Context: an optimization exercise on an open-source flow, tuned for small area and a short achievable clock period. The choices shown serve that exercise and are no tape-out recipe. Function was checked by simulation only, so behaviour that the tests miss may differ from the original.

==> job 6844: inputs <==
Design PE, start of the top module:
module PE (
    input              clk,
    input              CIM_en,
    input              STDW,  
    input              STDR,  
    input        [5:0] STD_A,  
    input        [3:0] weight_in,  
    input      [255:0] act_in,  
    output reg   [3:0] weight_out,  
    output reg  [13:0] PSUM  
);
==> flow/config.mk <==
export PLATFORM = sky130hd
export DESIGN_NAME = PE
export DESIGN_NICKNAME = PE
export VERILOG_FILES = /design/flow/design.v
export SDC_FILE = /design/flow/constraint.sdc
export NUM_CORES = 4
export LEC_CHECK = 0
export CAP_MARGIN = 20
export CORE_MARGIN = 2
export CORE_UTILIZATION = 60
export SLEW_MARGIN = 20
export SYNTH_HIERARCHICAL = 1
==> flow/constraint.sdc <==
create_clock -name core_clock -period 20.0 [get_ports {clk}]
set_input_delay 4.0000 -clock core_clock [delete_from_list [all_inputs] [get_ports {clk}]]
set_output_delay 4.0000 -clock core_clock [all_outputs]
set_load 0.01 [all_outputs]
standard.sh (not shown) runs the stock make flow with config.mk's settings and CLKGATE_MAP_FILE= SYNTH_SCRIPT=/design/flow/synth_recipe.tcl, a recipe that flattens the netlist after the stock synthesis.
==> flow/flow/run.sh <==
#!/bin/bash
# The standard layout, with plain buf_1 cells as the port buffers.
set -euo pipefail
bash standard.sh synth > synth.log 2>&1
bash standard.sh BUFFER_PORTS_ARGS="-buffer_cell sky130_fd_sc_hd__buf_1" finish > finish.log 2>&1
==> inputs of job 1900, as changes to job 6844 <==
--- a/flow/design.v
+++ b/flow/design.v
@@ -19,15 +19,15 @@
     end
 end
 wire [1023:0] pp;
 genvar gi, gj, gk;
 generate for (gi = 0; gi < 64; gi = gi + 1) begin : g_pp
-    for (gj = 0; gj < 4; gj = gj + 1) begin : g_w
-        for (gk = 0; gk < 4; gk = gk + 1) begin : g_a
-            assign pp[gi*16+gj*4+gk] = ~(weight[4*gi+gj] & act_in[4*gi+gk]);
-        end
+  for (gj = 0; gj < 4; gj = gj + 1) begin : g_w
+    for (gk = 0; gk < 4; gk = gk + 1) begin : g_a
+      assign pp[gi*16+gj*4+gk] = ~(weight[4*gi+gj] & act_in[4*gi+gk]);
     end
+  end
 end endgenerate
 wire s0, c0;
 PE_fa u_fa0 (.a(pp[0]), .b(pp[1008]), .c(pp[112]), .s(s0), .co(c0));
 wire s1, c1;
 PE_fa u_fa1 (.a(pp[128]), .b(pp[144]), .c(pp[160]), .s(s1), .co(c1));
@@ -1942,11 +1942,11 @@
 wire s956, c956;
 PE_fa u_fa956 (.a(s953), .b(c900), .c(s954), .s(s956), .co(c956));
 wire s957, c957;
 PE_fa u_fa957 (.a(c901), .b(s955), .c(c902), .s(s957), .co(c957));
 wire s958, c958;
-PE_ha u_ha958 (.a(s956), .b(c903), .s(s958), .co(c958));
+PE_fa u_fa958 (.a(s956), .b(c903), .c(s957), .s(s958), .co(c958));
 wire s959, c959;
 PE_fa u_fa959 (.a(c904), .b(c905), .c(c906), .s(s959), .co(c959));
 wire s960, c960;
 PE_fa u_fa960 (.a(c907), .b(c908), .c(c909), .s(s960), .co(c960));
 wire s961, c961;
@@ -1996,11 +1996,11 @@
 wire s983, c983;
 PE_fa u_fa983 (.a(s980), .b(c955), .c(s981), .s(s983), .co(c983));
 wire s984, c984;
 PE_fa u_fa984 (.a(c956), .b(s982), .c(s983), .s(s984), .co(c984));
 wire s985, c985;
-PE_ha u_ha985 (.a(c957), .b(s984), .s(s985), .co(c985));
+PE_fa u_fa985 (.a(c957), .b(s984), .c(c958), .s(s985), .co(c985));
 wire s986, c986;
 PE_fa u_fa986 (.a(c959), .b(c960), .c(c961), .s(s986), .co(c986));
 wire s987, c987;
 PE_fa u_fa987 (.a(c962), .b(c963), .c(c964), .s(s987), .co(c987));
 wire s988, c988;
@@ -2022,11 +2022,11 @@
 wire s996, c996;
 PE_fa u_fa996 (.a(c981), .b(s994), .c(c982), .s(s996), .co(c996));
 wire s997, c997;
 PE_fa u_fa997 (.a(s995), .b(c983), .c(s996), .s(s997), .co(c997));
 wire s998, c998;
-PE_ha u_ha998 (.a(c984), .b(c985), .s(s998), .co(c998));
+PE_fa u_fa998 (.a(c984), .b(s997), .c(c985), .s(s998), .co(c998));
 wire s999, c999;
 PE_fa u_fa999 (.a(c986), .b(c987), .c(c988), .s(s999), .co(c999));
 wire s1000, c1000;
 PE_fa u_fa1000 (.a(c989), .b(c990), .c(s999), .s(s1000), .co(c1000));
 wire s1001, c1001;
@@ -2034,17 +2034,17 @@
 wire s1002, c1002;
 PE_fa u_fa1002 (.a(c993), .b(c994), .c(s1001), .s(s1002), .co(c1002));
 wire s1003, c1003;
 PE_fa u_fa1003 (.a(c995), .b(s1002), .c(c996), .s(s1003), .co(c1003));
 wire s1004, c1004;
-PE_ha u_ha1004 (.a(c997), .b(s1003), .s(s1004), .co(c1004));
+PE_fa u_fa1004 (.a(c997), .b(s1003), .c(c998), .s(s1004), .co(c1004));
 wire s1005, c1005;
 PE_fa u_fa1005 (.a(c999), .b(c1000), .c(c1001), .s(s1005), .co(c1005));
 wire s1006, c1006;
 PE_fa u_fa1006 (.a(c1002), .b(s1005), .c(c1003), .s(s1006), .co(c1006));
-wire [13:0] rx = {1'b0, ~c1005, ~c1004, ~c998, ~s997, ~c958, ~s957, ~c792, ~s792, ~s632, ~s439, ~s244, ~s109, ~s29};
-wire [13:0] ry = {1'b0, ~c1006, ~s1006, ~s1004, ~s998, ~s985, ~s958, ~s903, 1'b0, 1'b0, 1'b0, 1'b0, 1'b0, ~s30};
+wire [13:0] rx = {1'b0, ~c1005, ~s1006, ~s1004, ~s998, ~s985, ~s958, ~c792, ~s792, ~s632, ~s439, ~s244, ~s109, ~s29};
+wire [13:0] ry = {1'b0, ~c1006, ~c1004, 1'b0, 1'b0, 1'b0, 1'b0, ~s903, 1'b0, 1'b0, 1'b0, 1'b0, 1'b0, ~s30};
 wire [13:0] dot = rx + ry;
 always @(*) begin
     weight_out = 4'b0;
     PSUM = 14'b0;
     if (STDW) begin
@@ -2065,14 +2065,5 @@
     output co
 );
 assign s = a ^ b ^ c;
 assign co = (a & b) | (a & c) | (b & c);
 endmodule
-module PE_ha (
-    input  a,
-    input  b,
-    output s,
-    output co
-);
-assign s = ~(a ^ b);
-assign co = a | b;
-endmodule
==> flow/run.sh (new file) <==
#!/bin/bash
# synth_recipe.tcl (not shown) runs the flow's synth.tcl, then flattens the netlist and writes it again
# the make line also repeats each setting of config.mk as NAME=value (left out here)
make -C /OpenROAD-flow-scripts/flow DESIGN_CONFIG=/design/flow/config.mk WORK_HOME=/design/flow/orfs CLKGATE_MAP_FILE= SYNTH_SCRIPT=/design/flow/synth_recipe.tcl finish
--- a/flow/config.mk
+++ b/flow/config.mk
@@ -5,8 +5,8 @@
 export SDC_FILE = /design/flow/constraint.sdc
 export NUM_CORES = 4
 export LEC_CHECK = 0
 export CAP_MARGIN = 20
 export CORE_MARGIN = 2
-export CORE_UTILIZATION = 60
+export CORE_UTILIZATION = 40
 export SLEW_MARGIN = 20
 export SYNTH_HIERARCHICAL = 1
removed: flow/flow/run.sh
removed: flow/standard.sh
==> run notes <==
item	job 6844	job 1900
Run status	no timing/DRC/antenna violations	no timing/DRC/antenna violations
Vias in the first global route	27500	26900
Repair and plain buffers	297	299
Pre-CTS setup slack	3.83 ns	2.47 ns
Crit path depth	25	23
Clock buf/inv share	2.73%	2.92%
Simple-gate portion of the synthesized area	13.2%	13.2%
Floorplan core area	57500 um2	85400 um2
Final weighted congestion of routability-driven global placement	1.13	1.06
Number of buffers and inverters on the critical path	7	2
Area growth from synthesis to final layout	8.54%	15.5%
Avg Cell Area, Syn	13.0 um2	13.1 um2
Post-synthesis instance total	2685	2644
Layout inverter count without the clock tree	34	12

* * *

==> run K <==
PE, a different RTL version from the one above (not shown whole).
==> flow/config.mk <==
export PLATFORM = sky130hd
export DESIGN_NAME = PE
export DESIGN_NICKNAME = PE
export VERILOG_FILES = /design/flow/design.v
export SDC_FILE = /design/flow/constraint.sdc
export NUM_CORES = 4
export LEC_CHECK = 0
export CAP_MARGIN = 20
export CORE_MARGIN = 2
export CORE_UTILIZATION = 40
export CTS_BUF_LIST = sky130_fd_sc_hd__clkbuf_8
export CTS_CLUSTER_DIAMETER = 60
export CTS_CLUSTER_SIZE = 10
export SLEW_MARGIN = 20
export SYNTH_HIERARCHICAL = 1
==> flow/constraint.sdc <==
create_clock -name core_clock -period 20.0 [get_ports {clk}]
set_input_delay 4.0000 -clock core_clock [delete_from_list [all_inputs] [get_ports {clk}]]
set_output_delay 4.0000 -clock core_clock [all_outputs]
set_load 0.01 [all_outputs]
==> flow/flow/run.sh <==
#!/bin/bash
# The standard layout, with two changes: after the standard synthesis the
# nor3 cells (the address decoders) are set to their smallest drive strength
# (flow/downsize.py; the repair steps size up where needed), and the port
# buffers are plain buf_1 cells.
set -euo pipefail
R=orfs/results/$FLOW_PLATFORM/PE/base
bash standard.sh synth > synth.log 2>&1
python3 flow/downsize.py $R/1_2_yosys.v $FLOW_HOME/platforms/$FLOW_PLATFORM/lef/sky130_fd_sc_hd_merged.lef nor3 > downsize.log 2>&1
touch $R/1_2_yosys.v
bash standard.sh synth > synth_odb.log 2>&1
bash standard.sh BUFFER_PORTS_ARGS="-buffer_cell sky130_fd_sc_hd__buf_1" finish > finish.log 2>&1
==> flow/flow/downsize.py <==
#!/usr/bin/env python3
"""Set the cells of the families named on the command line to the smallest
drive strength of their family (same function, same pins), in place. Used
for the address decoders, which are far from the critical path; the layout's
repair steps size up again wherever slew or capacitance need it.
usage: downsize.py NETLIST.v CELLS.lef FAMILY..."""
import re, sys, collections

net_path, lef_path = sys.argv[1], sys.argv[2]
ONLY = ["sky130_fd_sc_hd__" + f for f in sys.argv[3:]]
lef = open(lef_path).read()
area = {m.group(1): float(m.group(2)) * float(m.group(3))
        for m in re.finditer(r'MACRO (\w+).*?SIZE\s+([\d.]+)\s+BY\s+([\d.]+)', lef, re.S)}
fam = collections.defaultdict(list)
for c in area:
    m = re.match(r'(sky130_fd_sc_hd__\w+?)_(\d+)$', c)
    if m:
        fam[m.group(1)].append((area[c], -int(m.group(2)), c))
SKIP = ('df', 'dl', 'clk', 'lpflow', 'probe', 'tap', 'fill', 'decap', 'conb', 'diode', 'sdf', 'edf')
swaps = collections.Counter()
def repl(m):
    cell = m.group(2)
    f = re.match(r'(sky130_fd_sc_hd__\w+?)_(\d+)$', cell)
    if not f or any(s in cell for s in SKIP) or f.group(1) not in ONLY:
        return m.group(0)
    best = min(fam[f.group(1)])[2]
    if area[best] < area[cell]:
        swaps[(cell, best)] += 1
        return m.group(1) + best + m.group(3)
    return m.group(0)
src = open(net_path).read()
out = re.sub(r'^(\s*)(sky130_fd_sc_hd__\w+)(\s)', repl, src, flags=re.M)
open(net_path, 'w').write(out)
saved = 0.0
for (a, b), n in sorted(swaps.items()):
    saved += (area[a] - area[b]) * n
    print(f"{n:5d} {a} -> {b}")
print(f"area saved: {saved:.1f} um2")
==> run C: changes against run K <==
==> flow/flow/run.sh (replaced) <==
#!/bin/bash
# The standard layout, with two changes: after the standard synthesis every
# combinational cell is set to the smallest drive strength of its family
# (flow/downsize.py; the repair steps size up where needed), and the port
# buffers are plain buf_1 cells.
set -euo pipefail
R=orfs/results/$FLOW_PLATFORM/PE/base
bash standard.sh synth > synth.log 2>&1
python3 flow/downsize.py $R/1_2_yosys.v $FLOW_HOME/platforms/$FLOW_PLATFORM/lef/sky130_fd_sc_hd_merged.lef > downsize.log 2>&1
touch $R/1_2_yosys.v
bash standard.sh synth > synth_odb.log 2>&1
bash standard.sh BUFFER_PORTS_ARGS="-buffer_cell sky130_fd_sc_hd__buf_1" finish > finish.log 2>&1
--- a/flow/flow/downsize.py
+++ b/flow/flow/downsize.py
@@ -1,7 +1,7 @@
 #!/usr/bin/env python3
-"""Set the cells of the families named on the command line to the smallest
-drive strength of their family (same function, same pins), in place. Used
-for the address decoders, which are far from the critical path; the layout's
-repair steps size up again wherever slew or capacitance need it.
-usage: downsize.py NETLIST.v CELLS.lef FAMILY..."""
+"""Set every combinational cell of a synthesized netlist to the smallest drive
+strength of its own cell family (same function, same pins), in place.
+Flip-flops, latches and clock cells are left as they are. The layout's repair
+steps size up again wherever slew, capacitance or timing need it.
+usage: downsize.py NETLIST.v CELLS.lef"""
 import re, sys, collections
@@ -9,3 +9,2 @@
 net_path, lef_path = sys.argv[1], sys.argv[2]
-ONLY = ["sky130_fd_sc_hd__" + f for f in sys.argv[3:]]
 lef = open(lef_path).read()
@@ -23,3 +22,3 @@
     f = re.match(r'(sky130_fd_sc_hd__\w+?)_(\d+)$', cell)
-    if not f or any(s in cell for s in SKIP) or f.group(1) not in ONLY:
+    if not f or any(s in cell for s in SKIP):
         return m.group(0)
@@ -32,2 +31,8 @@
 out = re.sub(r'^(\s*)(sky130_fd_sc_hd__\w+)(\s)', repl, src, flags=re.M)
+# and2b (X = ~A_N & B) is the same function as nor2b (Y = ~A & B_N), which is smaller
+def and2b(m):
+    body = m.group(2).replace(".A_N(", ".@A(").replace(".B(", ".B_N(").replace(".X(", ".Y(").replace(".@A(", ".A(")
+    swaps[(m.group(1), "sky130_fd_sc_hd__nor2b_1")] += 1
+    return "sky130_fd_sc_hd__nor2b_1" + body
+out = re.sub(r'(sky130_fd_sc_hd__and2b_\d+)(\s[^;]*?\);)', and2b, out, flags=re.S)
 open(net_path, 'w').write(out)
Settings changed: CELL_PAD_IN_SITES_DETAIL_PLACEMENT set to 1, CELL_PAD_IN_SITES_GLOBAL_PLACEMENT set to 1, CTS_BUF_LIST sky130_fd_sc_hd__clkbuf_8 to sky130_fd_sc_hd__clkbuf_4, CTS_CLUSTER_DIAMETER 60 to not set, CTS_CLUSTER_SIZE 10 to not set, PLACE_DENSITY set to 0.5.
==> run F: changes against run K <==
Settings changed: CTS_BUF_LIST sky130_fd_sc_hd__clkbuf_8 to sky130_fd_sc_hd__clkbuf_4, CTS_CLUSTER_DIAMETER 60 to not set, CTS_CLUSTER_SIZE 10 to not set.
==> run X: changes against run K <==
Settings changed: CTS_CLUSTER_DIAMETER 60 to 80, CTS_CLUSTER_SIZE 10 to 16.
==> comparison <==
- Of run K and run X, run X has the higher setup slack (gap 0.0074 ns).
- In run C the wire length is larger than in run K, by about 7.5%.
- Global-route usage: run X < run K < run F < run C.
- Via count: run X < run K < run C < run F.
- The lowest cell count belongs to run X, the highest to run F.
- Maximum frequency, lowest first: run C, run F, run K, run X.
==> figures <==
|  | run X | run F | run K | run C |
|---|---|---|---|---|
| Multi-input logic portion of the cell area | 0.699 | 0.691 | 0.695 | 0.690 |
| Crit. Startpoint | act_in[234] | act_in[234] | act_in[234] | act_in[76] |
| Met2 routed WL | 69,900 um | 69,800 um | 69,500 um | 74,900 um |
| Total stage count of the critical path | 22 | 22 | 22 | 21 |
| Synth Area per Inst | 13.7 um2 | 13.7 um2 | 13.7 um2 | 13.5 um2 |
| Highest Signal Layer | met5 | met4 | met5 | met5 |
| Period utilisation layout | 0.770 | 0.771 | 0.770 | 0.800 |
| Cell count after placement | 3,805 | 3,805 | 3,805 | 3,807 |
| Data arrival, critical path | 11.40 ns | 11.41 ns | 11.41 ns | 12.00 ns |
| Status | no timing/DRC/antenna violations | no timing/DRC/antenna violations | no timing/DRC/antenna violations | no timing/DRC/antenna violations |
| Global-route met1 utilization | 0.446 | 0.450 | 0.446 | 0.513 |

re-timing with driven ports:
Ports are ideal in the flow. The routed layouts listed here were re-timed in OpenROAD. Step 1: set_driving_cell puts a clkbuf_16 on clk and a buf_2 on each other input, an assumption about the parent block. Step 2 adds t to the input delays and takes it off the output delays; t is the mean of the earliest and latest rising clock arrival at the registers after step 1. Input paths then give back, and output paths get back, about the clock's delay inside the block. Slacks: ideal / step 1 / step 2; pairs: ideal / step 1.
| run | t, ns | setup slack, ns | hold slack, ns | worst setup path at the end | pins driven straight from the clock port |
|---|---|---|---|---|---|
| job 6844 | 0.700 | 3.661 / 3.632 / 3.632 | 4.111 / 4.064 / 4.765 | input to output | 1 |
| job 1900 | 0.639 | 2.330 / 2.298 / 2.298 | 4.241 / 4.189 / 4.827 | input to output | 1 |
| run K | 0.693 | 4.591 / 4.563 / 4.563 | 4.166 / 4.123 / 4.816 | input to output | 1 |
| run C | 1.012 | 4.000 / 3.971 / 3.971 | 3.870 / 3.823 / 4.835 | input to output | 1 |
| run F | 0.889 | 4.587 / 4.559 / 4.559 | 3.994 / 3.952 / 4.842 | input to output | 1 |
| run X | 0.766 | 4.599 / 4.571 / 4.571 | 4.074 / 4.031 / 4.797 | input to output | 1 |
After both steps setup and hold are still met in every run listed. For job 1900, which loses most, drivers alone change the setup slack by -0.032 ns; drivers and shift together by -0.032 ns.
